What follows belongs to an exercise in optimizing a design on an open flow for small area and a short achievable clock period; a production flow would make more cautious choices.
The RTL was checked by simulation tests, not by an equivalence proof against the original design.

<file path="flow/config.mk">
export PLATFORM = sky130hd
export DESIGN_NAME = fft
export DESIGN_NICKNAME = fft
export VERILOG_FILES = /design/flow/design.v
export SDC_FILE = /design/flow/constraint.sdc
export NUM_CORES = 8
export LEC_CHECK = 0
export CAP_MARGIN = 20
export CORE_MARGIN = 2
export CORE_UTILIZATION = 52
export CTS_CLUSTER_DIAMETER = 100
export CTS_CLUSTER_SIZE = 20
export SETUP_SLACK_MARGIN = 3.45
export SLEW_MARGIN = 20
</file>
<file path="flow/constraint.sdc">
create_clock -name core_clock -period 7.5 [get_ports {clk}]
set_input_delay 1.5000 -clock core_clock [delete_from_list [all_inputs] [get_ports {clk}]]
set_output_delay 1.5000 -clock core_clock [all_outputs]
set_load 0.01 [all_outputs]
</file>
<file path="flow/design.v">
module fft(
	input wire			clk,
	input wire			rst_n,
	input wire[16:0]	data_i0_R,
	input wire[16:0]	data_i0_I,
	input wire[16:0]	data_i1_R,
	input wire[16:0]	data_i1_I,
	output reg[16:0]	data_o0_R,
	output reg[16:0]	data_o0_I,
	output reg[16:0]	data_o1_R,
	output reg[16:0]	data_o1_I
);
  reg [2:0] ph;
  reg [1:0] fd;
  wire [2:0] pn = ph + 3'd1;
  wire [1:0] fdn = (ph == 3'd7 && fd != 2'd3) ? fd + 2'd1 : fd;
  reg [3:0] oplus, ominus;
  wire vnext = (fdn == 2'd3) || (fdn == 2'd2 && pn[2]);
  always @(posedge clk or negedge rst_n)
    if (!rst_n) begin ph <= 3'd7; fd <= 2'd0; oplus <= 4'd0; ominus <= 4'd0; end
    else begin ph <= pn; fd <= fdn; oplus <= {4{vnext & pn[2]}}; ominus <= {4{vnext & ~pn[2]}}; end
  reg [16:0] XA0_0_R, XA0_0_I;
  reg [16:0] XA1_0_R, XA1_0_I;
  reg [16:0] XA2_0_R, XA2_0_I;
  reg [16:0] PU_0_R, PU_0_I;
  reg [16:0] PV_0_R, PV_0_I;
  reg [16:0] PP_0_R, PP_0_I;
  reg [16:0] R0_0_R, R0_0_I;
  reg [16:0] R1_0_R, R1_0_I;
  reg [16:0] QP_0_R, QP_0_I;
  reg [16:0] QU_0_R, QU_0_I;
  reg [16:0] M0_0_R, M0_0_I;
  reg [16:0] M1_0_R, M1_0_I;
  reg [16:0] M2_0_R, M2_0_I;
  reg [16:0] M3_0_R, M3_0_I;
  reg [16:0] QT_0_x0, QT_0_x1, QT_0_y0, QT_0_y1;
  reg [16:0] XA0_1_R, XA0_1_I;
  reg [16:0] XA1_1_R, XA1_1_I;
  reg [16:0] XA2_1_R, XA2_1_I;
  reg [16:0] PU_1_R, PU_1_I;
  reg [16:0] PV_1_R, PV_1_I;
  reg [16:0] R0_1_R, R0_1_I;
  reg [16:0] R1_1_R, R1_1_I;
  reg [16:0] QP_1_R, QP_1_I;
  reg [16:0] QU_1_R, QU_1_I;
  reg [16:0] HV_1_R, HV_1_I;
  reg [16:0] M0_1_R, M0_1_I;
  reg [16:0] M1_1_R, M1_1_I;
  reg [16:0] M2_1_R, M2_1_I;
  reg [16:0] M3_1_R, M3_1_I;
  reg [16:0] QT_1_x0, QT_1_x1, QT_1_y0, QT_1_y1;
  reg s_w3a;
  reg s_w3b;
  reg s_Ppin0;
  reg s_mP0;
  reg s_mQ0;
  reg s_Ppin1;
  reg s_mP1;
  reg s_mQ1;
  reg s_XA0_0_R_0;
  reg s_XA0_0_R_1;
  reg s_PU_0_R_0;
  reg s_PU_0_R_1;
  reg s_PU_0_R_2;
  reg s_PV_0_R_0;
  reg s_PV_0_R_1;
  reg s_PV_0_R_2;
  reg s_PP_0_R_0;
  reg s_PP_0_R_1;
  reg s_PP_0_R_2;
  reg s_QP_0_R_0;
  reg s_QP_0_R_1;
  reg s_QP_0_R_2;
  reg s_QU_0_R_0;
  reg s_QU_0_R_1;
  reg s_QU_0_R_2;
  reg s_QU_0_R_3;
  reg s_QU_0_R_4;
  reg s_XA0_0_I_0;
  reg s_XA0_0_I_1;
  reg s_PU_0_I_0;
  reg s_PU_0_I_1;
  reg s_PU_0_I_2;
  reg s_PV_0_I_0;
  reg s_PV_0_I_1;
  reg s_PV_0_I_2;
  reg s_PP_0_I_0;
  reg s_PP_0_I_1;
  reg s_PP_0_I_2;
  reg s_QP_0_I_0;
  reg s_QP_0_I_1;
  reg s_QP_0_I_2;
  reg s_QU_0_I_0;
  reg s_QU_0_I_1;
  reg s_QU_0_I_2;
  reg s_QU_0_I_3;
  reg s_QU_0_I_4;
  reg s_QT_0_x0_0;
  reg s_QT_0_x0_1;
  reg s_QT_0_x0_2;
  reg s_QT_0_x0_3;
  reg s_QT_0_x0_4;
  reg s_QT_0_x0_5;
  reg s_QT_0_x1_0;
  reg s_QT_0_x1_1;
  reg s_QT_0_x1_2;
  reg s_QT_0_x1_3;
  reg s_QT_0_x1_4;
  reg s_QT_0_x1_5;
  reg s_QT_0_y0_0;
  reg s_QT_0_y0_1;
  reg s_QT_0_y0_2;
  reg s_QT_0_y0_3;
  reg s_QT_0_y0_4;
  reg s_QT_0_y0_5;
  reg s_QT_0_y0_6;
  reg s_QT_0_y1_0;
  reg s_QT_0_y1_1;
  reg s_QT_0_y1_2;
  reg s_QT_0_y1_3;
  reg s_QT_0_y1_4;
  reg s_QT_0_y1_5;
  reg s_QT_0_y1_6;
  reg s_XA0_1_R_0;
  reg s_XA0_1_R_1;
  reg s_PU_1_R_0;
  reg s_PU_1_R_1;
  reg s_PU_1_R_2;
  reg s_PV_1_R_0;
  reg s_PV_1_R_1;
  reg s_PV_1_R_2;
  reg s_QP_1_R_0;
  reg s_QP_1_R_1;
  reg s_QP_1_R_2;
  reg s_QP_1_R_3;
  reg s_QP_1_R_4;
  reg s_QU_1_R_0;
  reg s_QU_1_R_1;
  reg s_QU_1_R_2;
  reg s_QU_1_R_3;
  reg s_QU_1_R_4;
  reg s_HV_1_R_0;
  reg s_HV_1_R_1;
  reg s_HV_1_R_2;
  reg s_HV_1_R_3;
  reg s_HV_1_R_4;
  reg s_XA0_1_I_0;
  reg s_XA0_1_I_1;
  reg s_PU_1_I_0;
  reg s_PU_1_I_1;
  reg s_PU_1_I_2;
  reg s_PV_1_I_0;
  reg s_PV_1_I_1;
  reg s_PV_1_I_2;
  reg s_QP_1_I_0;
  reg s_QP_1_I_1;
  reg s_QP_1_I_2;
  reg s_QP_1_I_3;
  reg s_QP_1_I_4;
  reg s_QU_1_I_0;
  reg s_QU_1_I_1;
  reg s_QU_1_I_2;
  reg s_QU_1_I_3;
  reg s_QU_1_I_4;
  reg s_HV_1_I_0;
  reg s_HV_1_I_1;
  reg s_HV_1_I_2;
  reg s_HV_1_I_3;
  reg s_HV_1_I_4;
  reg s_QT_1_x0_0;
  reg s_QT_1_x0_1;
  reg s_QT_1_x0_2;
  reg s_QT_1_x0_3;
  reg s_QT_1_x1_0;
  reg s_QT_1_x1_1;
  reg s_QT_1_x1_2;
  reg s_QT_1_x1_3;
  reg s_QT_1_x1_4;
  reg s_QT_1_x1_5;
  reg s_QT_1_y0_0;
  reg s_QT_1_y0_1;
  reg s_QT_1_y0_2;
  reg s_QT_1_y0_3;
  reg s_QT_1_y0_4;
  reg s_QT_1_y1_0;
  reg s_QT_1_y1_1;
  reg s_QT_1_y1_2;
  reg s_QT_1_y1_3;
  reg s_QT_1_y1_4;
  reg s_QT_1_y1_5;
  wire [16:0] h0rs1 = {{1{QP_0_R[16]}}, QP_0_R[16:1]} ^ {{3{QP_0_R[16]}}, QP_0_R[16:3]} ^ {{4{QP_0_R[16]}}, QP_0_R[16:4]};
  wire [16:0] h0rm2 = (({{1{QP_0_R[16]}}, QP_0_R[16:1]} & {{3{QP_0_R[16]}}, QP_0_R[16:3]}) | ({{1{QP_0_R[16]}}, QP_0_R[16:1]} & {{4{QP_0_R[16]}}, QP_0_R[16:4]}) | ({{3{QP_0_R[16]}}, QP_0_R[16:3]} & {{4{QP_0_R[16]}}, QP_0_R[16:4]}));
  wire [16:0] h0rs3 = h0rs1 ^ {h0rm2[15:0], 1'b0} ^ {{6{QP_0_R[16]}}, QP_0_R[16:6]};
  wire [16:0] h0rm4 = ((h0rs1 & {h0rm2[15:0], 1'b0}) | (h0rs1 & {{6{QP_0_R[16]}}, QP_0_R[16:6]}) | ({h0rm2[15:0], 1'b0} & {{6{QP_0_R[16]}}, QP_0_R[16:6]}));
  wire [16:0] h0rs5 = h0rs3 ^ {h0rm4[15:0], 1'b0} ^ {{8{QP_0_R[16]}}, QP_0_R[16:8]};
  wire [16:0] h0rm6 = ((h0rs3 & {h0rm4[15:0], 1'b0}) | (h0rs3 & {{8{QP_0_R[16]}}, QP_0_R[16:8]}) | ({h0rm4[15:0], 1'b0} & {{8{QP_0_R[16]}}, QP_0_R[16:8]}));
  wire [16:0] h0is7 = {{1{QP_0_I[16]}}, QP_0_I[16:1]} ^ {{3{QP_0_I[16]}}, QP_0_I[16:3]} ^ {{4{QP_0_I[16]}}, QP_0_I[16:4]};
  wire [16:0] h0im8 = (({{1{QP_0_I[16]}}, QP_0_I[16:1]} & {{3{QP_0_I[16]}}, QP_0_I[16:3]}) | ({{1{QP_0_I[16]}}, QP_0_I[16:1]} & {{4{QP_0_I[16]}}, QP_0_I[16:4]}) | ({{3{QP_0_I[16]}}, QP_0_I[16:3]} & {{4{QP_0_I[16]}}, QP_0_I[16:4]}));
  wire [16:0] h0is9 = h0is7 ^ {h0im8[15:0], 1'b0} ^ {{6{QP_0_I[16]}}, QP_0_I[16:6]};
  wire [16:0] h0im10 = ((h0is7 & {h0im8[15:0], 1'b0}) | (h0is7 & {{6{QP_0_I[16]}}, QP_0_I[16:6]}) | ({h0im8[15:0], 1'b0} & {{6{QP_0_I[16]}}, QP_0_I[16:6]}));
  wire [16:0] h0is11 = h0is9 ^ {h0im10[15:0], 1'b0} ^ {{8{QP_0_I[16]}}, QP_0_I[16:8]};
  wire [16:0] h0im12 = ((h0is9 & {h0im10[15:0], 1'b0}) | (h0is9 & {{8{QP_0_I[16]}}, QP_0_I[16:8]}) | ({h0im10[15:0], 1'b0} & {{8{QP_0_I[16]}}, QP_0_I[16:8]}));
  wire [16:0] h0na13 = ~h0rs5;
  wire [16:0] h0nb14 = ~{h0rm6[15:0], 1'b0};
  wire [16:0] h0tras15 = h0rs5 ^ {h0rm6[15:0], 1'b0} ^ h0is11;
  wire [16:0] h0tram16 = ((h0rs5 & {h0rm6[15:0], 1'b0}) | (h0rs5 & h0is11) | ({h0rm6[15:0], 1'b0} & h0is11));
  wire [16:0] h0trbs17 = h0tras15 ^ {h0tram16[15:0], 1'b0} ^ {h0im12[15:0], 1'b0};
  wire [16:0] h0trbm18 = ((h0tras15 & {h0tram16[15:0], 1'b0}) | (h0tras15 & {h0im12[15:0], 1'b0}) | ({h0tram16[15:0], 1'b0} & {h0im12[15:0], 1'b0}));
  wire [16:0] h0tias19 = h0is11 ^ h0na13 ^ h0nb14;
  wire [16:0] h0tiam20 = ((h0is11 & h0na13) | (h0is11 & h0nb14) | (h0na13 & h0nb14));
  wire [16:0] h0tibs21 = h0tias19 ^ {h0tiam20[15:0], 1'b1} ^ ({h0im12[15:0], 1'b0} | 17'd1);
  wire [16:0] h0tibm22 = ((h0tias19 & {h0tiam20[15:0], 1'b1}) | (h0tias19 & ({h0im12[15:0], 1'b0} | 17'd1)) | ({h0tiam20[15:0], 1'b1} & ({h0im12[15:0], 1'b0} | 17'd1)));
  wire [16:0] h1rs23 = {{1{HV_1_R[16]}}, HV_1_R[16:1]} ^ {{3{HV_1_R[16]}}, HV_1_R[16:3]} ^ {{4{HV_1_R[16]}}, HV_1_R[16:4]};
  wire [16:0] h1rm24 = (({{1{HV_1_R[16]}}, HV_1_R[16:1]} & {{3{HV_1_R[16]}}, HV_1_R[16:3]}) | ({{1{HV_1_R[16]}}, HV_1_R[16:1]} & {{4{HV_1_R[16]}}, HV_1_R[16:4]}) | ({{3{HV_1_R[16]}}, HV_1_R[16:3]} & {{4{HV_1_R[16]}}, HV_1_R[16:4]}));
  wire [16:0] h1rs25 = h1rs23 ^ {h1rm24[15:0], 1'b0} ^ {{6{HV_1_R[16]}}, HV_1_R[16:6]};
  wire [16:0] h1rm26 = ((h1rs23 & {h1rm24[15:0], 1'b0}) | (h1rs23 & {{6{HV_1_R[16]}}, HV_1_R[16:6]}) | ({h1rm24[15:0], 1'b0} & {{6{HV_1_R[16]}}, HV_1_R[16:6]}));
  wire [16:0] h1rs27 = h1rs25 ^ {h1rm26[15:0], 1'b0} ^ {{8{HV_1_R[16]}}, HV_1_R[16:8]};
  wire [16:0] h1rm28 = ((h1rs25 & {h1rm26[15:0], 1'b0}) | (h1rs25 & {{8{HV_1_R[16]}}, HV_1_R[16:8]}) | ({h1rm26[15:0], 1'b0} & {{8{HV_1_R[16]}}, HV_1_R[16:8]}));
  wire [16:0] h1is29 = {{1{HV_1_I[16]}}, HV_1_I[16:1]} ^ {{3{HV_1_I[16]}}, HV_1_I[16:3]} ^ {{4{HV_1_I[16]}}, HV_1_I[16:4]};
  wire [16:0] h1im30 = (({{1{HV_1_I[16]}}, HV_1_I[16:1]} & {{3{HV_1_I[16]}}, HV_1_I[16:3]}) | ({{1{HV_1_I[16]}}, HV_1_I[16:1]} & {{4{HV_1_I[16]}}, HV_1_I[16:4]}) | ({{3{HV_1_I[16]}}, HV_1_I[16:3]} & {{4{HV_1_I[16]}}, HV_1_I[16:4]}));
  wire [16:0] h1is31 = h1is29 ^ {h1im30[15:0], 1'b0} ^ {{6{HV_1_I[16]}}, HV_1_I[16:6]};
  wire [16:0] h1im32 = ((h1is29 & {h1im30[15:0], 1'b0}) | (h1is29 & {{6{HV_1_I[16]}}, HV_1_I[16:6]}) | ({h1im30[15:0], 1'b0} & {{6{HV_1_I[16]}}, HV_1_I[16:6]}));
  wire [16:0] h1is33 = h1is31 ^ {h1im32[15:0], 1'b0} ^ {{8{HV_1_I[16]}}, HV_1_I[16:8]};
  wire [16:0] h1im34 = ((h1is31 & {h1im32[15:0], 1'b0}) | (h1is31 & {{8{HV_1_I[16]}}, HV_1_I[16:8]}) | ({h1im32[15:0], 1'b0} & {{8{HV_1_I[16]}}, HV_1_I[16:8]}));
  wire [16:0] h1na35 = ~h1rs27;
  wire [16:0] h1nb36 = ~{h1rm28[15:0], 1'b0};
  wire [16:0] h1tras37 = h1rs27 ^ {h1rm28[15:0], 1'b0} ^ h1is33;
  wire [16:0] h1tram38 = ((h1rs27 & {h1rm28[15:0], 1'b0}) | (h1rs27 & h1is33) | ({h1rm28[15:0], 1'b0} & h1is33));
  wire [16:0] h1trbs39 = h1tras37 ^ {h1tram38[15:0], 1'b0} ^ {h1im34[15:0], 1'b0};
  wire [16:0] h1trbm40 = ((h1tras37 & {h1tram38[15:0], 1'b0}) | (h1tras37 & {h1im34[15:0], 1'b0}) | ({h1tram38[15:0], 1'b0} & {h1im34[15:0], 1'b0}));
  wire [16:0] h1tias41 = h1is33 ^ h1na35 ^ h1nb36;
  wire [16:0] h1tiam42 = ((h1is33 & h1na35) | (h1is33 & h1nb36) | (h1na35 & h1nb36));
  wire [16:0] h1tibs43 = h1tias41 ^ {h1tiam42[15:0], 1'b1} ^ ({h1im34[15:0], 1'b0} | 17'd1);
  wire [16:0] h1tibm44 = ((h1tias41 & {h1tiam42[15:0], 1'b1}) | (h1tias41 & ({h1im34[15:0], 1'b0} | 17'd1)) | ({h1tiam42[15:0], 1'b1} & ({h1im34[15:0], 1'b0} | 17'd1)));
  wire [16:0] cpR = QP_1_R;
  wire [16:0] spR = QP_1_I;
  wire [16:0] cpI = QP_1_I;
  wire [16:0] spI = QP_1_R;
  wire [16:0] ucrs45 = {{1{cpR[16]}}, cpR[16:1]} ^ {{2{cpR[16]}}, cpR[16:2]} ^ {{3{cpR[16]}}, cpR[16:3]};
  wire [16:0] ucrm46 = (({{1{cpR[16]}}, cpR[16:1]} & {{2{cpR[16]}}, cpR[16:2]}) | ({{1{cpR[16]}}, cpR[16:1]} & {{3{cpR[16]}}, cpR[16:3]}) | ({{2{cpR[16]}}, cpR[16:2]} & {{3{cpR[16]}}, cpR[16:3]}));
  wire [16:0] ucrs47 = ucrs45 ^ {ucrm46[15:0], 1'b0} ^ {{5{cpR[16]}}, cpR[16:5]};
  wire [16:0] ucrm48 = ((ucrs45 & {ucrm46[15:0], 1'b0}) | (ucrs45 & {{5{cpR[16]}}, cpR[16:5]}) | ({ucrm46[15:0], 1'b0} & {{5{cpR[16]}}, cpR[16:5]}));
  wire [16:0] ucrs49 = ucrs47 ^ {ucrm48[15:0], 1'b0} ^ {{6{cpR[16]}}, cpR[16:6]};
  wire [16:0] ucrm50 = ((ucrs47 & {ucrm48[15:0], 1'b0}) | (ucrs47 & {{6{cpR[16]}}, cpR[16:6]}) | ({ucrm48[15:0], 1'b0} & {{6{cpR[16]}}, cpR[16:6]}));
  wire [16:0] usrs51 = {{2{spR[16]}}, spR[16:2]} ^ {{3{spR[16]}}, spR[16:3]} ^ {{8{spR[16]}}, spR[16:8]};
  wire [16:0] usrm52 = (({{2{spR[16]}}, spR[16:2]} & {{3{spR[16]}}, spR[16:3]}) | ({{2{spR[16]}}, spR[16:2]} & {{8{spR[16]}}, spR[16:8]}) | ({{3{spR[16]}}, spR[16:3]} & {{8{spR[16]}}, spR[16:8]}));
  wire [16:0] utras53 = ucrs49 ^ {ucrm50[15:0], 1'b0} ^ usrs51;
  wire [16:0] utram54 = ((ucrs49 & {ucrm50[15:0], 1'b0}) | (ucrs49 & usrs51) | ({ucrm50[15:0], 1'b0} & usrs51));
  wire [16:0] utrbs55 = utras53 ^ {utram54[15:0], 1'b0} ^ {usrm52[15:0], 1'b0};
  wire [16:0] utrbm56 = ((utras53 & {utram54[15:0], 1'b0}) | (utras53 & {usrm52[15:0], 1'b0}) | ({utram54[15:0], 1'b0} & {usrm52[15:0], 1'b0}));
  wire [16:0] ucis57 = {{1{cpI[16]}}, cpI[16:1]} ^ {{2{cpI[16]}}, cpI[16:2]} ^ {{3{cpI[16]}}, cpI[16:3]};
  wire [16:0] ucim58 = (({{1{cpI[16]}}, cpI[16:1]} & {{2{cpI[16]}}, cpI[16:2]}) | ({{1{cpI[16]}}, cpI[16:1]} & {{3{cpI[16]}}, cpI[16:3]}) | ({{2{cpI[16]}}, cpI[16:2]} & {{3{cpI[16]}}, cpI[16:3]}));
  wire [16:0] ucis59 = ucis57 ^ {ucim58[15:0], 1'b0} ^ {{5{cpI[16]}}, cpI[16:5]};
  wire [16:0] ucim60 = ((ucis57 & {ucim58[15:0], 1'b0}) | (ucis57 & {{5{cpI[16]}}, cpI[16:5]}) | ({ucim58[15:0], 1'b0} & {{5{cpI[16]}}, cpI[16:5]}));
  wire [16:0] ucis61 = ucis59 ^ {ucim60[15:0], 1'b0} ^ {{6{cpI[16]}}, cpI[16:6]};
  wire [16:0] ucim62 = ((ucis59 & {ucim60[15:0], 1'b0}) | (ucis59 & {{6{cpI[16]}}, cpI[16:6]}) | ({ucim60[15:0], 1'b0} & {{6{cpI[16]}}, cpI[16:6]}));
  wire [16:0] usis63 = {{2{spI[16]}}, spI[16:2]} ^ {{3{spI[16]}}, spI[16:3]} ^ {{8{spI[16]}}, spI[16:8]};
  wire [16:0] usim64 = (({{2{spI[16]}}, spI[16:2]} & {{3{spI[16]}}, spI[16:3]}) | ({{2{spI[16]}}, spI[16:2]} & {{8{spI[16]}}, spI[16:8]}) | ({{3{spI[16]}}, spI[16:3]} & {{8{spI[16]}}, spI[16:8]}));
  wire [16:0] uA65 = ucis61 ^ {17{s_w3b}};
  wire [16:0] uB66 = ({ucim62[15:0], 1'b0} ^ {17{s_w3b}}) | 17'd1;
  wire [16:0] uC67 = usis63 ^ {17{~s_w3b}};
  wire [16:0] uD68 = ({usim64[15:0], 1'b0} ^ {17{~s_w3b}}) | 17'd1;
  wire [16:0] utias69 = uA65 ^ uB66 ^ uC67;
  wire [16:0] utiam70 = ((uA65 & uB66) | (uA65 & uC67) | (uB66 & uC67));
  wire [16:0] utibs71 = utias69 ^ {utiam70[15:0], 1'b1} ^ uD68;
  wire [16:0] utibm72 = ((utias69 & {utiam70[15:0], 1'b1}) | (utias69 & uD68) | ({utiam70[15:0], 1'b1} & uD68));
  wire [16:0] vP0_R = s_Ppin0 ? data_i0_R : PV_0_R;
  wire [16:0] vP0_I = s_Ppin0 ? data_i0_I : PV_0_I;
  wire [16:0] plusP0_R = PU_0_R + vP0_R;
  wire [16:0] minusP0_R = PU_0_R - vP0_R;
  wire [17:0] sumP0_I = {PU_0_I, 1'b1} + {vP0_I, s_mP0};
  wire [17:0] difP0_I = {PU_0_I, 1'b1} + {~vP0_I, ~s_mP0};
  wire [16:0] plusP0_I = sumP0_I[17:1];
  wire [16:0] minusP0_I = difP0_I[17:1];
  wire mQc0 = s_mQ0;
  wire [16:0] nQU_0_R = ~QU_0_R;
  wire [16:0] nQU_0_I = ~QU_0_I;
  wire [16:0] nQTx0_0 = ~QT_0_x0, nQTx1_0 = ~QT_0_x1, nQTy0_0 = ~QT_0_y0, nQTy1_0 = ~QT_0_y1;
  wire nmQc0 = ~mQc0;
  wire [16:0] q0prs73 = QU_0_R ^ QT_0_x0 ^ QT_0_x1;
  wire [16:0] q0prm74 = ((QU_0_R & QT_0_x0) | (QU_0_R & QT_0_x1) | (QT_0_x0 & QT_0_x1));
  wire [16:0] q0mrs75 = QU_0_R ^ nQTx0_0 ^ nQTx1_0;
  wire [16:0] q0mrm76 = ((QU_0_R & nQTx0_0) | (QU_0_R & nQTx1_0) | (nQTx0_0 & nQTx1_0));
  wire [16:0] q0pis77 = QU_0_I ^ QT_0_y0 ^ QT_0_y1;
  wire [16:0] q0pim78 = ((QU_0_I & QT_0_y0) | (QU_0_I & QT_0_y1) | (QT_0_y0 & QT_0_y1));
  wire [16:0] q0mis79 = QU_0_I ^ nQTy0_0 ^ nQTy1_0;
  wire [16:0] q0mim80 = ((QU_0_I & nQTy0_0) | (QU_0_I & nQTy1_0) | (nQTy0_0 & nQTy1_0));
  wire [16:0] plusQ0_R = q0prs73 + {q0prm74[15:0], 1'b0};
  wire [17:0] msumR0 = {q0mrs75, 1'b1} + {{q0mrm76[15:0], 1'b1}, 1'b1};
  wire [16:0] minusQ0_R = msumR0[17:1];
  wire [17:0] ysum0_p = {q0pis77, 1'b1} + {{q0pim78[15:0], mQc0}, mQc0};
  wire [17:0] ysum0_m = {q0mis79, 1'b1} + {{q0mim80[15:0], nmQc0}, nmQc0};
  wire [16:0] plusQ0_I = ysum0_p[17:1];
  wire [16:0] minusQ0_I = ysum0_m[17:1];
  wire [16:0] vP1_R = s_Ppin1 ? data_i1_R : PV_1_R;
  wire [16:0] vP1_I = s_Ppin1 ? data_i1_I : PV_1_I;
  wire [16:0] plusP1_R = PU_1_R + vP1_R;
  wire [16:0] minusP1_R = PU_1_R - vP1_R;
  wire [17:0] sumP1_I = {PU_1_I, 1'b1} + {vP1_I, s_mP1};
  wire [17:0] difP1_I = {PU_1_I, 1'b1} + {~vP1_I, ~s_mP1};
  wire [16:0] plusP1_I = sumP1_I[17:1];
  wire [16:0] minusP1_I = difP1_I[17:1];
  wire mQc1 = s_mQ1;
  wire [16:0] nQU_1_R = ~QU_1_R;
  wire [16:0] nQU_1_I = ~QU_1_I;
  wire [16:0] nQTx0_1 = ~QT_1_x0, nQTx1_1 = ~QT_1_x1, nQTy0_1 = ~QT_1_y0, nQTy1_1 = ~QT_1_y1;
  wire nmQc1 = ~mQc1;
  wire [16:0] q1prs81 = QU_1_R ^ QT_1_x0 ^ QT_1_x1;
  wire [16:0] q1prm82 = ((QU_1_R & QT_1_x0) | (QU_1_R & QT_1_x1) | (QT_1_x0 & QT_1_x1));
  wire [16:0] q1mrs83 = QU_1_R ^ nQTx0_1 ^ nQTx1_1;
  wire [16:0] q1mrm84 = ((QU_1_R & nQTx0_1) | (QU_1_R & nQTx1_1) | (nQTx0_1 & nQTx1_1));
  wire [16:0] q1pis85 = QU_1_I ^ QT_1_y0 ^ QT_1_y1;
  wire [16:0] q1pim86 = ((QU_1_I & QT_1_y0) | (QU_1_I & QT_1_y1) | (QT_1_y0 & QT_1_y1));
  wire [16:0] q1mis87 = QU_1_I ^ nQTy0_1 ^ nQTy1_1;
  wire [16:0] q1mim88 = ((QU_1_I & nQTy0_1) | (QU_1_I & nQTy1_1) | (nQTy0_1 & nQTy1_1));
  wire [16:0] plusQ1_R = q1prs81 + {q1prm82[15:0], 1'b0};
  wire [17:0] msumR1 = {q1mrs83, 1'b1} + {{q1mrm84[15:0], 1'b1}, 1'b1};
  wire [16:0] minusQ1_R = msumR1[17:1];
  wire [17:0] ysum1_p = {q1pis85, 1'b1} + {{q1pim86[15:0], mQc1}, mQc1};
  wire [17:0] ysum1_m = {q1mis87, 1'b1} + {{q1mim88[15:0], nmQc1}, nmQc1};
  wire [16:0] plusQ1_I = ysum1_p[17:1];
  wire [16:0] minusQ1_I = ysum1_m[17:1];
  always @(posedge clk) begin
    s_w3a <= (pn == 3'd4) | (pn == 3'd6);
    s_w3b <= (pn == 3'd4) | (pn == 3'd6);
    s_Ppin0 <= (pn == 3'd4) | (pn == 3'd5) | (pn == 3'd6) | (pn == 3'd7);
    s_mP0 <= (pn == 3'd3);
    s_mQ0 <= (pn == 3'd0) | (pn == 3'd1) | (pn == 3'd3) | (pn == 3'd6) | (pn == 3'd7);
    s_Ppin1 <= (pn == 3'd4) | (pn == 3'd5) | (pn == 3'd6) | (pn == 3'd7);
    s_mP1 <= (pn == 3'd3);
    s_mQ1 <= (pn == 3'd0) | (pn == 3'd1) | (pn == 3'd3) | (pn == 3'd6) | (pn == 3'd7);
    s_XA0_0_R_0 <= (pn == 3'd4) | (pn == 3'd5) | (pn == 3'd6) | (pn == 3'd7);
    s_XA0_0_R_1 <= (pn == 3'd0) | (pn == 3'd1) | (pn == 3'd2) | (pn == 3'd3);
    s_PU_0_R_0 <= (pn == 3'd0) | (pn == 3'd3) | (pn == 3'd4) | (pn == 3'd5) | (pn == 3'd6) | (pn == 3'd7);
    s_PU_0_R_1 <= (pn == 3'd1);
    s_PU_0_R_2 <= (pn == 3'd2);
    s_PV_0_R_0 <= (pn == 3'd0) | (pn == 3'd7);
    s_PV_0_R_1 <= (pn == 3'd1);
    s_PV_0_R_2 <= (pn == 3'd2);
    s_PP_0_R_0 <= (pn == 3'd0) | (pn == 3'd1) | (pn == 3'd2) | (pn == 3'd3);
    s_PP_0_R_1 <= (pn == 3'd4) | (pn == 3'd5) | (pn == 3'd6);
    s_PP_0_R_2 <= (pn == 3'd7);
    s_QP_0_R_0 <= (pn == 3'd0) | (pn == 3'd2) | (pn == 3'd3);
    s_QP_0_R_1 <= (pn == 3'd1);
    s_QP_0_R_2 <= (pn == 3'd4) | (pn == 3'd5) | (pn == 3'd6) | (pn == 3'd7);
    s_QU_0_R_0 <= (pn == 3'd7);
    s_QU_0_R_1 <= (pn == 3'd0);
    s_QU_0_R_2 <= (pn == 3'd1);
    s_QU_0_R_3 <= (pn == 3'd2);
    s_QU_0_R_4 <= (pn == 3'd3) | (pn == 3'd4) | (pn == 3'd5) | (pn == 3'd6);
    s_XA0_0_I_0 <= (pn == 3'd4) | (pn == 3'd5) | (pn == 3'd6) | (pn == 3'd7);
    s_XA0_0_I_1 <= (pn == 3'd0) | (pn == 3'd1) | (pn == 3'd2) | (pn == 3'd3);
    s_PU_0_I_0 <= (pn == 3'd0) | (pn == 3'd3) | (pn == 3'd4) | (pn == 3'd5) | (pn == 3'd6) | (pn == 3'd7);
    s_PU_0_I_1 <= (pn == 3'd1);
    s_PU_0_I_2 <= (pn == 3'd2);
    s_PV_0_I_0 <= (pn == 3'd0) | (pn == 3'd7);
    s_PV_0_I_1 <= (pn == 3'd1);
    s_PV_0_I_2 <= (pn == 3'd2);
    s_PP_0_I_0 <= (pn == 3'd0) | (pn == 3'd1) | (pn == 3'd2) | (pn == 3'd3);
    s_PP_0_I_1 <= (pn == 3'd4) | (pn == 3'd5) | (pn == 3'd6);
    s_PP_0_I_2 <= (pn == 3'd7);
    s_QP_0_I_0 <= (pn == 3'd0) | (pn == 3'd2) | (pn == 3'd3);
    s_QP_0_I_1 <= (pn == 3'd1);
    s_QP_0_I_2 <= (pn == 3'd4) | (pn == 3'd5) | (pn == 3'd6) | (pn == 3'd7);
    s_QU_0_I_0 <= (pn == 3'd7);
    s_QU_0_I_1 <= (pn == 3'd0);
    s_QU_0_I_2 <= (pn == 3'd1);
    s_QU_0_I_3 <= (pn == 3'd2);
    s_QU_0_I_4 <= (pn == 3'd3) | (pn == 3'd4) | (pn == 3'd5) | (pn == 3'd6);
    s_QT_0_x0_0 <= (pn == 3'd1);
    s_QT_0_x0_1 <= (pn == 3'd2);
    s_QT_0_x0_2 <= (pn == 3'd3);
    s_QT_0_x0_3 <= (pn == 3'd4);
    s_QT_0_x0_4 <= (pn == 3'd5);
    s_QT_0_x0_5 <= (pn == 3'd6);
    s_QT_0_x1_0 <= (pn == 3'd7);
    s_QT_0_x1_1 <= (pn == 3'd0);
    s_QT_0_x1_2 <= (pn == 3'd1);
    s_QT_0_x1_3 <= (pn == 3'd2);
    s_QT_0_x1_4 <= (pn == 3'd4);
    s_QT_0_x1_5 <= (pn == 3'd6);
    s_QT_0_y0_0 <= (pn == 3'd1);
    s_QT_0_y0_1 <= (pn == 3'd2);
    s_QT_0_y0_2 <= (pn == 3'd3);
    s_QT_0_y0_3 <= (pn == 3'd4);
    s_QT_0_y0_4 <= (pn == 3'd5);
    s_QT_0_y0_5 <= (pn == 3'd6);
    s_QT_0_y0_6 <= (pn == 3'd0) | (pn == 3'd7);
    s_QT_0_y1_0 <= (pn == 3'd7);
    s_QT_0_y1_1 <= (pn == 3'd0);
    s_QT_0_y1_2 <= (pn == 3'd1);
    s_QT_0_y1_3 <= (pn == 3'd2);
    s_QT_0_y1_4 <= (pn == 3'd4);
    s_QT_0_y1_5 <= (pn == 3'd6);
    s_QT_0_y1_6 <= (pn == 3'd5);
    s_XA0_1_R_0 <= (pn == 3'd4) | (pn == 3'd5) | (pn == 3'd6) | (pn == 3'd7);
    s_XA0_1_R_1 <= (pn == 3'd0) | (pn == 3'd1) | (pn == 3'd2) | (pn == 3'd3);
    s_PU_1_R_0 <= (pn == 3'd0) | (pn == 3'd3) | (pn == 3'd4) | (pn == 3'd5) | (pn == 3'd6) | (pn == 3'd7);
    s_PU_1_R_1 <= (pn == 3'd1);
    s_PU_1_R_2 <= (pn == 3'd2);
    s_PV_1_R_0 <= (pn == 3'd0) | (pn == 3'd7);
    s_PV_1_R_1 <= (pn == 3'd1);
    s_PV_1_R_2 <= (pn == 3'd2);
    s_QP_1_R_0 <= (pn == 3'd0);
    s_QP_1_R_1 <= (pn == 3'd2);
    s_QP_1_R_2 <= (pn == 3'd3);
    s_QP_1_R_3 <= (pn == 3'd4);
    s_QP_1_R_4 <= (pn == 3'd5);
    s_QU_1_R_0 <= (pn == 3'd7);
    s_QU_1_R_1 <= (pn == 3'd0);
    s_QU_1_R_2 <= (pn == 3'd1);
    s_QU_1_R_3 <= (pn == 3'd2);
    s_QU_1_R_4 <= (pn == 3'd3) | (pn == 3'd4) | (pn == 3'd5) | (pn == 3'd6);
    s_HV_1_R_0 <= (pn == 3'd0);
    s_HV_1_R_1 <= (pn == 3'd1);
    s_HV_1_R_2 <= (pn == 3'd2) | (pn == 3'd3);
    s_HV_1_R_3 <= (pn == 3'd4) | (pn == 3'd5) | (pn == 3'd6);
    s_HV_1_R_4 <= (pn == 3'd7);
    s_XA0_1_I_0 <= (pn == 3'd4) | (pn == 3'd5) | (pn == 3'd6) | (pn == 3'd7);
    s_XA0_1_I_1 <= (pn == 3'd0) | (pn == 3'd1) | (pn == 3'd2) | (pn == 3'd3);
    s_PU_1_I_0 <= (pn == 3'd0) | (pn == 3'd3) | (pn == 3'd4) | (pn == 3'd5) | (pn == 3'd6) | (pn == 3'd7);
    s_PU_1_I_1 <= (pn == 3'd1);
    s_PU_1_I_2 <= (pn == 3'd2);
    s_PV_1_I_0 <= (pn == 3'd0) | (pn == 3'd7);
    s_PV_1_I_1 <= (pn == 3'd1);
    s_PV_1_I_2 <= (pn == 3'd2);
    s_QP_1_I_0 <= (pn == 3'd0);
    s_QP_1_I_1 <= (pn == 3'd2);
    s_QP_1_I_2 <= (pn == 3'd3);
    s_QP_1_I_3 <= (pn == 3'd4);
    s_QP_1_I_4 <= (pn == 3'd5);
    s_QU_1_I_0 <= (pn == 3'd7);
    s_QU_1_I_1 <= (pn == 3'd0);
    s_QU_1_I_2 <= (pn == 3'd1);
    s_QU_1_I_3 <= (pn == 3'd2);
    s_QU_1_I_4 <= (pn == 3'd3) | (pn == 3'd4) | (pn == 3'd5) | (pn == 3'd6);
    s_HV_1_I_0 <= (pn == 3'd0);
    s_HV_1_I_1 <= (pn == 3'd1);
    s_HV_1_I_2 <= (pn == 3'd2) | (pn == 3'd3);
    s_HV_1_I_3 <= (pn == 3'd4) | (pn == 3'd5) | (pn == 3'd6);
    s_HV_1_I_4 <= (pn == 3'd7);
    s_QT_1_x0_0 <= (pn == 3'd1);
    s_QT_1_x0_1 <= (pn == 3'd2);
    s_QT_1_x0_2 <= (pn == 3'd3) | (pn == 3'd4);
    s_QT_1_x0_3 <= (pn == 3'd5) | (pn == 3'd6);
    s_QT_1_x1_0 <= (pn == 3'd7);
    s_QT_1_x1_1 <= (pn == 3'd0);
    s_QT_1_x1_2 <= (pn == 3'd1);
    s_QT_1_x1_3 <= (pn == 3'd2);
    s_QT_1_x1_4 <= (pn == 3'd3) | (pn == 3'd4);
    s_QT_1_x1_5 <= (pn == 3'd5) | (pn == 3'd6);
    s_QT_1_y0_0 <= (pn == 3'd1);
    s_QT_1_y0_1 <= (pn == 3'd2);
    s_QT_1_y0_2 <= (pn == 3'd3) | (pn == 3'd4);
    s_QT_1_y0_3 <= (pn == 3'd5) | (pn == 3'd6);
    s_QT_1_y0_4 <= (pn == 3'd0) | (pn == 3'd7);
    s_QT_1_y1_0 <= (pn == 3'd7);
    s_QT_1_y1_1 <= (pn == 3'd0);
    s_QT_1_y1_2 <= (pn == 3'd1);
    s_QT_1_y1_3 <= (pn == 3'd2);
    s_QT_1_y1_4 <= (pn == 3'd3) | (pn == 3'd4);
    s_QT_1_y1_5 <= (pn == 3'd5) | (pn == 3'd6);
    XA0_0_R <= ({17{s_XA0_0_R_0}} & plusP0_R) | ({17{s_XA0_0_R_1}} & data_i0_R);
    XA1_0_R <= XA0_0_R; XA2_0_R <= XA1_0_R;
    PU_0_R <= ({17{s_PU_0_R_0}} & XA2_0_R) | ({17{s_PU_0_R_1}} & PP_0_R) | ({17{s_PU_0_R_2}} & R1_0_R);
    PV_0_R <= ({17{s_PV_0_R_0}} & XA0_0_R) | ({17{s_PV_0_R_1}} & plusP0_R) | ({17{s_PV_0_R_2}} & R0_0_I);
    PP_0_R <= ({17{s_PP_0_R_0}} & plusP0_R) | ({17{s_PP_0_R_1}} & R1_0_R) | ({17{s_PP_0_R_2}} & PP_0_R);
    R0_0_R <= minusP0_R; R1_0_R <= R0_0_R;
    QP_0_R <= ({17{s_QP_0_R_0}} & plusQ0_R) | ({17{s_QP_0_R_1}} & M0_0_R) | ({17{s_QP_0_R_2}} & M1_0_R);
    QU_0_R <= ({17{s_QU_0_R_0}} & R1_0_R) | ({17{s_QU_0_R_1}} & PP_0_R) | ({17{s_QU_0_R_2}} & plusQ0_R) | ({17{s_QU_0_R_3}} & M0_0_R) | ({17{s_QU_0_R_4}} & PP_0_R);
    M0_0_R <= minusQ0_R; M1_0_R <= M0_0_R; M2_0_R <= M1_0_R; M3_0_R <= M2_0_R;
    XA0_0_I <= ({17{s_XA0_0_I_0}} & plusP0_I) | ({17{s_XA0_0_I_1}} & data_i0_I);
    XA1_0_I <= XA0_0_I; XA2_0_I <= XA1_0_I;
    PU_0_I <= ({17{s_PU_0_I_0}} & XA2_0_I) | ({17{s_PU_0_I_1}} & PP_0_I) | ({17{s_PU_0_I_2}} & R1_0_I);
    PV_0_I <= ({17{s_PV_0_I_0}} & XA0_0_I) | ({17{s_PV_0_I_1}} & plusP0_I) | ({17{s_PV_0_I_2}} & (~R0_0_R));
    PP_0_I <= ({17{s_PP_0_I_0}} & plusP0_I) | ({17{s_PP_0_I_1}} & R1_0_I) | ({17{s_PP_0_I_2}} & PP_0_I);
    R0_0_I <= minusP0_I; R1_0_I <= R0_0_I;
    QP_0_I <= ({17{s_QP_0_I_0}} & plusQ0_I) | ({17{s_QP_0_I_1}} & M0_0_I) | ({17{s_QP_0_I_2}} & M1_0_I);
    QU_0_I <= ({17{s_QU_0_I_0}} & R1_0_I) | ({17{s_QU_0_I_1}} & PP_0_I) | ({17{s_QU_0_I_2}} & plusQ0_I) | ({17{s_QU_0_I_3}} & M0_0_I) | ({17{s_QU_0_I_4}} & PP_0_I);
    M0_0_I <= minusQ0_I; M1_0_I <= M0_0_I; M2_0_I <= M1_0_I; M3_0_I <= M2_0_I;
    QT_0_x0 <= ({17{s_QT_0_x0_0}} & h0trbs17) | ({17{s_QT_0_x0_1}} & h0tibs21) | ({17{s_QT_0_x0_2}} & HV_1_R) | ({17{s_QT_0_x0_3}} & h1trbs39) | ({17{s_QT_0_x0_4}} & HV_1_I) | ({17{s_QT_0_x0_5}} & h1tibs43);
    QT_0_x1 <= ({17{s_QT_0_x1_0}} & minusP0_I) | ({17{s_QT_0_x1_1}} & R1_0_I) | ({17{s_QT_0_x1_2}} & {h0trbm18[15:0], 1'b0}) | ({17{s_QT_0_x1_3}} & {h0tibm22[15:0], 1'b0}) | ({17{s_QT_0_x1_4}} & {h1trbm40[15:0], 1'b0}) | ({17{s_QT_0_x1_5}} & {h1tibm44[15:0], 1'b0});
    QT_0_y0 <= ({17{s_QT_0_y0_0}} & h0tibs21) | ({17{s_QT_0_y0_1}} & (~h0trbs17)) | ({17{s_QT_0_y0_2}} & HV_1_I) | ({17{s_QT_0_y0_3}} & h1tibs43) | ({17{s_QT_0_y0_4}} & (~HV_1_R)) | ({17{s_QT_0_y0_5}} & (~h1trbs39)) | ({17{s_QT_0_y0_6}} & 17'h1ffff);
    QT_0_y1 <= ({17{s_QT_0_y1_0}} & (~minusP0_R)) | ({17{s_QT_0_y1_1}} & (~R1_0_R)) | ({17{s_QT_0_y1_2}} & {h0tibm22[15:0], 1'b0}) | ({17{s_QT_0_y1_3}} & (~{h0trbm18[15:0], 1'b0})) | ({17{s_QT_0_y1_4}} & {h1tibm44[15:0], 1'b0}) | ({17{s_QT_0_y1_5}} & (~{h1trbm40[15:0], 1'b0})) | ({17{s_QT_0_y1_6}} & 17'h1ffff);
    XA0_1_R <= ({17{s_XA0_1_R_0}} & plusP1_R) | ({17{s_XA0_1_R_1}} & data_i1_R);
    XA1_1_R <= XA0_1_R; XA2_1_R <= XA1_1_R;
    PU_1_R <= ({17{s_PU_1_R_0}} & XA2_1_R) | ({17{s_PU_1_R_1}} & QP_1_R) | ({17{s_PU_1_R_2}} & R1_1_R);
    PV_1_R <= ({17{s_PV_1_R_0}} & XA0_1_R) | ({17{s_PV_1_R_1}} & plusP1_R) | ({17{s_PV_1_R_2}} & R0_1_I);
    R0_1_R <= minusP1_R; R1_1_R <= R0_1_R;
    QP_1_R <= ({17{s_QP_1_R_0}} & plusP1_R) | ({17{s_QP_1_R_1}} & plusQ1_R) | ({17{s_QP_1_R_2}} & plusQ1_I) | ({17{s_QP_1_R_3}} & M1_1_R) | ({17{s_QP_1_R_4}} & M1_1_I);
    QU_1_R <= ({17{s_QU_1_R_0}} & R1_1_R) | ({17{s_QU_1_R_1}} & HV_1_R) | ({17{s_QU_1_R_2}} & plusQ1_R) | ({17{s_QU_1_R_3}} & M0_1_R) | ({17{s_QU_1_R_4}} & QP_0_R);
    HV_1_R <= ({17{s_HV_1_R_0}} & plusQ1_R) | ({17{s_HV_1_R_1}} & M0_1_R) | ({17{s_HV_1_R_2}} & plusP1_R) | ({17{s_HV_1_R_3}} & R1_1_R) | ({17{s_HV_1_R_4}} & HV_1_R);
    M0_1_R <= minusQ1_R; M1_1_R <= M0_1_R; M2_1_R <= M1_1_R; M3_1_R <= M2_1_R;
    XA0_1_I <= ({17{s_XA0_1_I_0}} & plusP1_I) | ({17{s_XA0_1_I_1}} & data_i1_I);
    XA1_1_I <= XA0_1_I; XA2_1_I <= XA1_1_I;
    PU_1_I <= ({17{s_PU_1_I_0}} & XA2_1_I) | ({17{s_PU_1_I_1}} & QP_1_I) | ({17{s_PU_1_I_2}} & R1_1_I);
    PV_1_I <= ({17{s_PV_1_I_0}} & XA0_1_I) | ({17{s_PV_1_I_1}} & plusP1_I) | ({17{s_PV_1_I_2}} & (~R0_1_R));
    R0_1_I <= minusP1_I; R1_1_I <= R0_1_I;
    QP_1_I <= ({17{s_QP_1_I_0}} & plusP1_I) | ({17{s_QP_1_I_1}} & plusQ1_I) | ({17{s_QP_1_I_2}} & plusQ1_R) | ({17{s_QP_1_I_3}} & M1_1_I) | ({17{s_QP_1_I_4}} & M1_1_R);
    QU_1_I <= ({17{s_QU_1_I_0}} & R1_1_I) | ({17{s_QU_1_I_1}} & HV_1_I) | ({17{s_QU_1_I_2}} & plusQ1_I) | ({17{s_QU_1_I_3}} & M0_1_I) | ({17{s_QU_1_I_4}} & QP_0_I);
    HV_1_I <= ({17{s_HV_1_I_0}} & plusQ1_I) | ({17{s_HV_1_I_1}} & M0_1_I) | ({17{s_HV_1_I_2}} & plusP1_I) | ({17{s_HV_1_I_3}} & R1_1_I) | ({17{s_HV_1_I_4}} & HV_1_I);
    M0_1_I <= minusQ1_I; M1_1_I <= M0_1_I; M2_1_I <= M1_1_I; M3_1_I <= M2_1_I;
    QT_1_x0 <= ({17{s_QT_1_x0_0}} & h1trbs39) | ({17{s_QT_1_x0_1}} & h1tibs43) | ({17{s_QT_1_x0_2}} & utrbs55) | ({17{s_QT_1_x0_3}} & utibs71);
    QT_1_x1 <= ({17{s_QT_1_x1_0}} & minusP1_I) | ({17{s_QT_1_x1_1}} & R1_1_I) | ({17{s_QT_1_x1_2}} & {h1trbm40[15:0], 1'b0}) | ({17{s_QT_1_x1_3}} & {h1tibm44[15:0], 1'b0}) | ({17{s_QT_1_x1_4}} & {utrbm56[15:0], 1'b0}) | ({17{s_QT_1_x1_5}} & {utibm72[15:0], 1'b0});
    QT_1_y0 <= ({17{s_QT_1_y0_0}} & h1tibs43) | ({17{s_QT_1_y0_1}} & (~h1trbs39)) | ({17{s_QT_1_y0_2}} & utibs71) | ({17{s_QT_1_y0_3}} & (~utrbs55)) | ({17{s_QT_1_y0_4}} & 17'h1ffff);
    QT_1_y1 <= ({17{s_QT_1_y1_0}} & (~minusP1_R)) | ({17{s_QT_1_y1_1}} & (~R1_1_R)) | ({17{s_QT_1_y1_2}} & {h1tibm44[15:0], 1'b0}) | ({17{s_QT_1_y1_3}} & (~{h1trbm40[15:0], 1'b0})) | ({17{s_QT_1_y1_4}} & {utibm72[15:0], 1'b0}) | ({17{s_QT_1_y1_5}} & (~{utrbm56[15:0], 1'b0}));
  end
  always @(posedge clk) begin
    data_o0_R <= ({17{oplus[0]}} & plusQ0_R) | ({17{ominus[0]}} & M3_0_R);
    data_o0_I <= ({17{oplus[1]}} & plusQ0_I) | ({17{ominus[1]}} & M3_0_I);
    data_o1_R <= ({17{oplus[2]}} & plusQ1_R) | ({17{ominus[2]}} & M3_1_R);
    data_o1_I <= ({17{oplus[3]}} & plusQ1_I) | ({17{ominus[3]}} & M3_1_I);
  end
endmodule
</file>
<file path="flow/run.sh">
#!/bin/bash
# synth_recipe.tcl (not shown) runs the flow's synth.tcl, then flattens the netlist and writes it again
# the make line also repeats each setting of config.mk as NAME=value (left out here)
make -C /OpenROAD-flow-scripts/flow DESIGN_CONFIG=/design/flow/config.mk WORK_HOME=/design/flow/orfs CLKGATE_MAP_FILE= SYNTH_SCRIPT=/design/flow/synth_recipe.tcl finish
</file>
==> results of run 1 <==
## worst paths after layout
check,to,slack [ns],startpoint
worst min-delay path,M3_1_R[13],0.30,M2_1_R[13]
min in group asynchronous,oplus[0],1.11,rst_n
worst min register to register,M3_1_R[13],0.30,M2_1_R[13]
max in group asynchronous,ominus[0],6.07,rst_n
worst max-delay path,QT_1_y1[14],3.39,HV_1_R[16]
worst max register to register,QT_1_y1[14],3.39,HV_1_R[16]
## cells by family after synthesis
family,Yosys count,synth area share (%)
compound gates,1583,18.8
xor+xnor,392,5.34
fa+ha+maj,843,22.5
buf+inv,1175,6.89
flops,1183,36.9
mux,85,1.33
simple gates,1147,8.26
## metrics by stage
step	hold WS [ns]	worst slack [ns]	util (%)	area [um2]
2_1_floorplan	0.310	3.49	-	64300
3_3_place_gp	0.310	2.39	54.5	67100
3_5_place_dp	0.312	2.61	54.5	67100
4_1_cts	0.310	3.45	56.4	69500
5_1_grt	0.315	3.33	57.2	70400
6_report	0.299	3.39	57.2	70400
## worst max-delay path, stage by stage, from the launching register on
cell and delay (ns):
dfxtp_1 0.32, buf_4 0.29, clkinvlp_4 0.20, fa_1 0.55, xor2_1 0.26, nor2_1 0.07, a21o_1 0.19, fa_1 0.54
fa_1 0.57, a222oi_1 0.41, o221ai_1 0.32, o21bai_1 0.26
## routing by layer
metal  up-vias  part of all wire [%]  global-route usage (%)  wire length, um
met2      2801                    41                    53.3            98800
met5         -                  0.13                       0              322
li1      22266                     -                       -                -
met1     25157                    41                    51.8            98800
met4        22                   4.9                    15.3            11800
met3       493                    14                    14.5            33000
## layout by cell type, fill, tap and decap left out, types with 132 or more instances in the layout
| cell type | n |
|---|---|
| fa_1 | 502 |
| inv_1 | 825 |
| o21ai_0 | 179 |
| clkdlybuf4s50_1 | 133 |
| a222oi_1 | 255 |
| a21oi_1 | 201 |
| nand3_1 | 132 |
| nand2_1 | 419 |
| a22oi_1 | 163 |
| ha_1 | 313 |
| xnor2_1 | 246 |
| dfxtp_1 | 1093 |
| nor2_1 | 242 |
## final cells by class
cell class,instances,area [um2]
timing repair buffer,277,2520
inverter,846,3190
sequential,1183,23900
multi-input combinational,4050,36700
fill,10734,52700
clock inverter,10,138
tap,1637,2050
antenna,7,17.5
clock buffer,76,1840
## what timing repair did
action | in CTS | in global routing
buffers inserted | 18 | 47
gates resized for setup | 105 | 133
hold endpoints to repair | 0 | 0
hold buffers | 0 | 0
endpoints found under the setup margin | 129 | 128
pin swaps | 6 | 45
gates cloned | 0 | 0
==> impl_metrics.csv, run 1 <==
group,metric,value,unit
yosys,synth.area.top_cells,"dfxtp_1 (37%), fa_1 (16%), ha_1 (6.2%)",
clocking,numCtsBuffers,71,
global_routing,grt_max_degree,89,
setup_path,crit_arrival,4.65,ns
detailed_routing,post_drt_wl_per_cell,30.0,um
timing,fmax,243,MHz
timing,rsz0062_at_grt,"yes",
detailed_routing,wl,243,mm
detailed_routing,dr.pass1.iters,10,
timing,hold_viol_final,0,
detailed_routing,drt_iter0_markers,7877,
timing,slew_headroom,19.6,%
die,coreArea,123000,um2
yosys,netlist_area,64300,um2
global_routing,grt_pass1_wl,343,mm
timing,worstMarginPinSlew,1.21,ns
setup_path,startpoint_type,"flip-flop",
yosys,synth_async_sr_flop_share,0.592,%
layout,syn2layout_area_growth,9.55,%
timing,skew,0.0413,ns
yosys,yosys.area.top_type,"dfxtp_1",
clocking,root_buffer,"clkbuf_16",
global_routing,grt_remaining_overflow,0,
worst_hold_path,hold_depth,0,
die,io_pins,138,
die,die_height,356,um
clocking,htree_num_levels,3,
yosys,yosysMostFrequentCell,"dfxtp_1",
timing,setup_viol,0,
setup_path,required,8.04,ns
timing,min_period_over_period,54.8,%
detailed_routing,drc,0,
yosys,synth_nets,7321,
run_status,status,"complete, no violations",
detailed_routing,vias_per_cell,6.27,
yosys,synth_edf_count,0,
clocking,clk_path_buf_depth,3,
yosys,netlist.area_leader.share,36.6,%
yosys,syn_area_per_cell,10.0,um2
yosys,yosysWarnings,1,
die,die_width,356,um
global_routing,first_global_vias,48152,
layout,drive_gt1_share,7.68,%
yosys,synth_common_cells,"dfxtp_1 (1176), inv_1 (842), fa_1 (522)",
place,port_buffers,137,
setup_path,criticalPathCategory,"flip-flop to flip-flop",
die,start_util,52.2,%
global_routing,grt_antenna_before_repair,31,
setup_path,r2r_cells,11,
timing,final.setup.tns,0,ns
clocking,clkTransAtPathRegs,0.09,ns
yosys,ys.flop_type,"dfxtp_1",
yosys,syn_inst,6408,
layout,final_cells,8086,
clocking,clk_latency,0.70,ns
clocking,cts.sinks,1183,
yosys,synth_cell_types,93,
clocking,cts_tree,"done",
detailed_routing,vias,50739,
place,place_inst,7928,
setup_path,cp_max_fo,18,
place,gp_congestion,1.02,
worst_hold_path,hp-class,"flip-flop to flip-flop",
die,die_area,126000,um2
die,rows,129,
place,dp_hpwl,183,mm
timing,period_minus_slack,4.11,ns
setup_path,endpoint_kind,"flip-flop",
timing,drv_slew,0,
global_routing,grt_usage,37.8,%
detailed_routing,postRouteAntennaNets,0,
yosys,ys_seq_area_share,36.9,%
layout,finalNetCount,7342,
yosys,ys_ff_latch,1183,
flow_run,maxCapViolations,0,
==> inputs of run 2 (changes only) <==
--- a/flow/config.mk
+++ b/flow/config.mk
@@ -8,7 +8,7 @@
 export CAP_MARGIN = 20
 export CORE_MARGIN = 2
-export CORE_UTILIZATION = 52
+export CORE_UTILIZATION = 50
 export CTS_CLUSTER_DIAMETER = 100
 export CTS_CLUSTER_SIZE = 20
-export SETUP_SLACK_MARGIN = 3.45
+export SETUP_SLACK_MARGIN = 3.55
 export SLEW_MARGIN = 20
==> impl_metrics.csv, run 2 <==
group,metric,value,unit
worst_hold_path,min_to,"XA2_1_R[11]",
setup_path,crit_arrival,4.63,ns
setup_path,criticalPathCategory,"flip-flop to flip-flop",
setup_path,cp_max_fo,4,
clocking,cts.sinks,1183,
clocking,hold_buffers,0,
global_routing,grt_pass1_wl,347,mm
layout,final_cell_mix,"dfxtp_1 (1085), inv_1 (802), fa_1 (492), nand2_1 (420), ha_1 (305)",
place,gp_congestion,1.02,
layout,drive_gt1_share,10.0,%
die,die_height,363,um
yosys,synth_edf_count,0,
detailed_routing,postRouteAntennaNets,0,
die,rows,131,
yosys,netlist_area,64300,um2
timing,rsz0062_at_grt,"yes",
detailed_routing,drc,0,
setup_path,r2r_start,"HV_1_R[14]",
run_status,status,"complete, no violations",
worst_hold_path,hp-class,"flip-flop to flip-flop",
setup_path,slowest_delay,0.57,ns
global_routing,grt_max_degree,149,
worst_hold_path,min_from,"XA1_1_R[11]",
global_routing,grt_remaining_overflow,0,
clocking,clk_path_buf_depth,3,
setup_path,timing.rr.end,"QT_1_y1[12]",
yosys,ys_seq_area_share,36.9,%
setup_path,required,8.08,ns
die,io_pins,138,
worst_hold_path,hold_depth,0,
clocking,numCtsBuffers,72,
yosys,synth_nets,7321,
setup_path,path_cells,"buf_8, fa_1, inv_2, fa_1, xnor2_2, xnor2_2, fa_1, inv_2, fa_2, a222oi_1, o221ai_1, o21bai_1",
yosys,yosysMostFrequentCell,"dfxtp_1",
yosys,syn_area_per_cell,10.0,um2
timing,final.setup.tns,0,ns
detailed_routing,wl,245,mm
setup_path,cpMaxStageDelayCell,"fa_1",
timing,drv_slew,0,
global_routing,grt_antenna_before_repair,28,
die,start_util,50.4,%
layout,syn2layout_area_growth,11.3,%
flow_run,maxCapViolations,0,
timing,setup_viol,0,
clocking,clkTransAtPathRegs,0.09,ns
detailed_routing,drt_iter0_markers,7160,
yosys,synth_cell_types,93,
detailed_routing,dr.pass1.iters,13,
timing,worstMarginPinSlew,1.27,ns
global_routing,first_global_vias,48844,
detailed_routing,vias,51460,
clocking,root_buffer,"clkbuf_16",
clocking,htree_num_levels,3,
clocking,cts_tree,"done",
timing,skew,0.0371,ns
setup_path,startpoint_type,"flip-flop",
detailed_routing,post_drt_wl_per_cell,30.0,um
detailed_routing,vias_per_cell,6.30,
yosys,netlist.area_leader.share,36.6,%
timing,fmax,247,MHz
yosys,yosys.area.top_type,"dfxtp_1",
timing,slew_headroom,14.6,%
clocking,clk_latency,0.72,ns
timing,hold_viol_final,0,
setup_path,r2r_cells,12,
yosys,syn_inst,6408,
yosys,synth_async_sr_flop_share,0.592,%
timing,min_period_over_period,53.9,%
layout,finalNetCount,7400,
setup_path,endpoint_kind,"flip-flop",
die,coreArea,128000,um2
place,port_buffers,137,
setup_path,r2r_slack,3.45,ns
layout,fillers,11173,
global_routing,grt_usage,36.7,%
yosys,synth_common_cells,"dfxtp_1 (1176), inv_1 (842), fa_1 (522)",
place,dp_hpwl,183,mm
die,die_area,131000,um2
layout,layout_commonest_cell,"dfxtp_1",
yosys,yosysWarnings,1,
die,die_width,363,um
timing,period_minus_slack,4.05,ns
yosys,synth.area.top_cells,"dfxtp_1 (37%), fa_1 (16%), ha_1 (6.2%)",
yosys,ys_ff_latch,1183,
setup_path,crit_path_frequent_cell,"fa_1",
yosys,ys.flop_type,"dfxtp_1",
-- run 2: layout make-up --
class	count	area (um2)	share of cell area [%]
Clock inverter	11	134	0.187
Tap cell	1662	2080	2.91
Multi-Input combinational cell	4050	37200	52.0
Timing Repair Buffer	334	3070	4.29
Antenna cell	8	20.0	0.0280
Inverter	846	3200	4.48
Sequential cell	1183	24000	33.5
Clock buffer	78	1850	2.58
-- run 2: logic make-up after synthesis --
kind of cell	count (synthesis)	synth area share [%]
muxes	85	1.33
DFF	1183	36.9
xor gates and xnor gates	392	5.34
buffers and inverters	1175	6.89
adders and majority gates	843	22.5
AOI/OAI and AO/OA	1583	18.8
and+or+nand+nor	1147	8.26
-- run 2: what timing repair did --
action,in CTS,in global routing
pin swaps,36,106
setup buffers,44,77
gates resized for setup,175,210
endpoints found under the hold margin,0,0
setup endpoints to repair,189,183
-- run 2: per-layer routing --
| layer | vias up | part of all wire (%) | wire length [um] | GRT usage [%] |
|---|---|---|---|---|
| li1 | 22353 | - | - | - |
| met1 | 25726 | 41 | 101000 | 51.2 |
| met2 | 2894 | 40 | 99000 | 51.1 |
| met3 | 479 | 13 | 32400 | 12.4 |
| met4 | 8 | 5.1 | 12500 | 16.4 |
| met5 | - | 0.023 | 57 | 0 |
-- run 2: metrics by stage --
stage	area [um2]	std cells	setup slack, ns	utilization, %	hold slack, ns
after floorplan	64300	6408	3.52	-	0.310
after global placement	67200	7954	2.63	52.7	0.310
after detailed placement	67200	7954	2.62	52.7	0.312
after CTS	70100	8087	3.49	55.0	0.324
after global routing	71500	8164	3.40	56.1	0.332
final	71500	8172	3.45	56.1	0.324
-- run 2: worst max-delay path, delay by kind of cell, from the launching register on --
kind	cells	cell delay, ns
adders and majority gates	4	1.97
AOI/OAI and AO/OA	3	0.98
DFF	1	0.39
xor gates and xnor gates	2	0.32
buffers and inverters	3	0.24
-- run 2: how the worst max path moves through the flow --
stage | slack, ns | startpoint | endpoint | cells after the start
finish | 3.45 | HV_1_R[14] | QT_1_y1[12] | 12
global route | 3.40 | HV_1_R[14] | QT_1_y1[12] | 13
CTS | 3.49 | HV_1_R[14] | QT_1_y1[12] | 12
detailed placement | 2.62 | data_i1_I[1] | PV_1_I[15] | 11
global placement | 2.63 | data_i1_I[1] | HV_1_I[15] | 11
floorplan | 3.52 | HV_1_R[10] | QT_0_y0[9] | 9
==> inputs of run 3 (changes only) <==
--- a/flow/config.mk
+++ b/flow/config.mk
@@ -11,4 +11,5 @@
 export CTS_CLUSTER_DIAMETER = 100
 export CTS_CLUSTER_SIZE = 20
-export SETUP_SLACK_MARGIN = 3.55
+export GPL_ROUTABILITY_DRIVEN = 0
+export SETUP_SLACK_MARGIN = 3.5
 export SLEW_MARGIN = 20
==> impl_metrics.csv, run 3 <==
group,metric,value,unit
clocking,htree_num_levels,3,
detailed_routing,wl,241,mm
yosys,yosys.area.top_type,"dfxtp_1",
timing,worstMarginPinSlew,1.25,ns
yosys,synth_nets,7321,
global_routing,grt_remaining_overflow,0,
detailed_routing,wl_met2,97.9,mm
clocking,cts_tree,"done",
setup_path,crit_arrival,4.79,ns
worst_hold_path,min_from,"XA1_1_I[6]",
die,io_pins,138,
yosys,ys_seq_area_share,36.9,%
detailed_routing,postRouteAntennaNets,0,
global_routing,first_global_vias,48615,
timing,slew_headroom,16.1,%
setup_path,cp_max_fo,10,
place,port_buffers,137,
die,coreArea,128000,um2
run_status,status,"complete, no violations",
yosys,yosysMostFrequentCell,"dfxtp_1",
detailed_routing,dr.pass1.iters,9,
setup_path,startpoint_type,"flip-flop",
detailed_routing,drt_iter0_markers,7865,
detailed_routing,vias,51358,
global_routing,grt_max_degree,162,
detailed_routing,dr_wl_met3,33.3,mm
timing,hold_viol_final,0,
yosys,synth_edf_count,0,
detailed_routing,post_drt_wl_per_cell,29.6,um
setup_path,r2r_start,"HV_1_R[15]",
detailed_routing,top_layer,"met5",
worst_hold_path,hp-class,"flip-flop to flip-flop",
yosys,netlist_area,64300,um2
yosys,yosysWarnings,1,
layout,final_cell_mix,"dfxtp_1 (1090), inv_1 (813), fa_1 (499), nand2_1 (419), ha_1 (315)",
detailed_routing,m1WireLength,97.0,mm
timing,fmax,239,MHz
clocking,numCtsBuffers,72,
yosys,ys.flop_type,"dfxtp_1",
global_routing,grt_pass1_wl,342,mm
timing,min_period_over_period,55.8,%
clocking,clkTransAtPathRegs,0.09,ns
worst_hold_path,min_to,"XA2_1_I[6]",
clocking,clk_path_buf_depth,3,
timing,period_minus_slack,4.18,ns
die,die_width,363,um
setup_path,required,8.11,ns
detailed_routing,vias_per_cell,6.31,
die,start_util,50.4,%
layout,finalNetCount,7362,
yosys,syn_inst,6408,
worst_hold_path,hold_depth,0,
layout,layout_commonest_cell,"dfxtp_1",
timing,final.setup.tns,0,ns
yosys,synth_common_cells,"dfxtp_1 (1176), inv_1 (842), fa_1 (522)",
layout,syn2layout_area_growth,10.2,%
timing,rsz0062_at_grt,"yes",
die,rows,131,
die,die_area,131000,um2
place,dp_hpwl,180,mm
layout,drive_gt1_share,8.47,%
yosys,synth_async_sr_flop_share,0.592,%
detailed_routing,drc,0,
yosys,synth.area.top_cells,"dfxtp_1 (37%), fa_1 (16%), ha_1 (6.2%)",
timing,setup_viol,0,
yosys,synth_cell_types,93,
setup_path,criticalPathCategory,"flip-flop to flip-flop",
setup_path,endpoint_kind,"flip-flop",
global_routing,grt_antenna_before_repair,24,
clocking,cts.sinks,1183,
global_routing,grt_usage,36.1,%
clocking,clk_latency,0.73,ns
clocking,root_buffer,"clkbuf_16",
yosys,syn_area_per_cell,10.0,um2
timing,skew,0.0312,ns
flow_run,maxCapViolations,0,
die,die_height,363,um
setup_path,r2r_cells,12,
yosys,netlist.area_leader.share,36.6,%
yosys,ys_ff_latch,1183,
timing,drv_slew,0,
setup_path,r2r_slack,3.32,ns
setup_path,crit_start,"HV_1_R[15]",
setup_path,timing.rr.end,"QT_1_y1[12]",
==> run 3: layout make-up <==
class	count	area, um2
Fill cell	11236	56700
Multi-Input combinational cell	4050	36900
Sequential cell	1183	23900
Inverter	846	3200
Timing Repair Buffer	296	2760
Tap cell	1662	2080
Clock buffer	78	1850
Clock inverter	15	170
Antenna cell	5	12.5
==> run 3: routing by layer <==
metal | GRT usage (%) | vias up
met5 | 0 | -
met4 | 15.8 | 4
met3 | 13.3 | 529
met2 | 50.6 | 2950
met1 | 49.6 | 25563
li1 | - | 22312
==> run 3: metrics by stage <==
step                      worst slack (ns)  hold WS [ns]  instances  cell area (um2)  utilization (%)
after global routing                  3.25         0.327       8130            70900             55.6
after floorplan                       3.51         0.310       6408            64300                -
after CTS                             3.34         0.317       8055            69600             54.6
final                                 3.32         0.315       8135            70900             55.6
after global placement                2.64         0.310       7949            67100             52.6
after detailed placement              2.62         0.312       7949            67100             52.6
==> run 3: worst max-delay path by stage <==
stage / cells past startpoint / slack [ns] / endpoint
2_1_floorplan: 11 / 3.51 / PV_1_R[16]
3_3_place_gp: 9 / 2.64 / QT_1_y1[4]
3_5_place_dp: 12 / 2.62 / XA0_0_R[16]
4_1_cts: 11 / 3.34 / QT_0_y1[5]
5_1_grt: 14 / 3.25 / QT_1_y1[12]
6_report: 12 / 3.32 / QT_1_y1[12]
==> run 3: kinds of logic after synthesis <==
kind of cell / after synthesis / synth area share [%]
multiplexers: 85 / 1.33
flip-flops: 1183 / 36.9
adder cells (fa/ha/maj): 843 / 22.5
buffers and inverters: 1175 / 6.89
XOR/XNOR: 392 / 5.34
AO/OA/AOI/OAI: 1583 / 18.8
AND/OR/NAND/NOR: 1147 / 8.26
==> run 3: critical path, cell delays in order (launching register included) <==
cell and delay [ns]:
dfxtp_1 0.36, buf_8 0.19, fa_1 0.45, inv_1 0.10, fa_1 0.45, xnor2_2 0.18, xnor2_2 0.17, fa_1 0.51
inv_2 0.05, fa_1 0.40, a222oi_1 0.62, o221ai_1 0.34, o21bai_1 0.23
==> run 3: repair_timing <==
item                       in CTS  in global routing
setup endpoints to repair     163                161
pin swaps                       8                 63
setup buffers                  13                 74
hold buffers                    0                  0
gates resized for setup       115                166

re-timing with driven ports:
Ports are ideal in the flow. The routed layouts listed here were re-timed in OpenROAD. Step 1: set_driving_cell puts a clkbuf_16 on clk and a buf_2 on each other input, an assumption about the parent block. Step 2 times the ports against the registers' clock, not the clock port: input delays grow and output delays shrink by t, the midpoint of the rising clock arrivals with the driver on. Three values: ideal ports, drivers, drivers and shift; two values: the first two.
run	t (ns)	setup WS [ns]	hold slack, ns	worst data-port slew with drivers (ns)
run 1	0.764	3.389 / 3.389 / 2.748	0.299 / 0.299 / 0.299	0.08
run 2	0.786	3.454 / 3.454 / 2.852	0.324 / 0.324 / 0.324	0.05
run 3	0.788	3.317 / 3.317 / 2.795	0.315 / 0.315 / 0.315	0.07
After both steps every run listed still meets setup and hold. The setup slack of run 1, which loses most, moves by 0.000 ns with the drivers and by -0.641 ns with both steps.
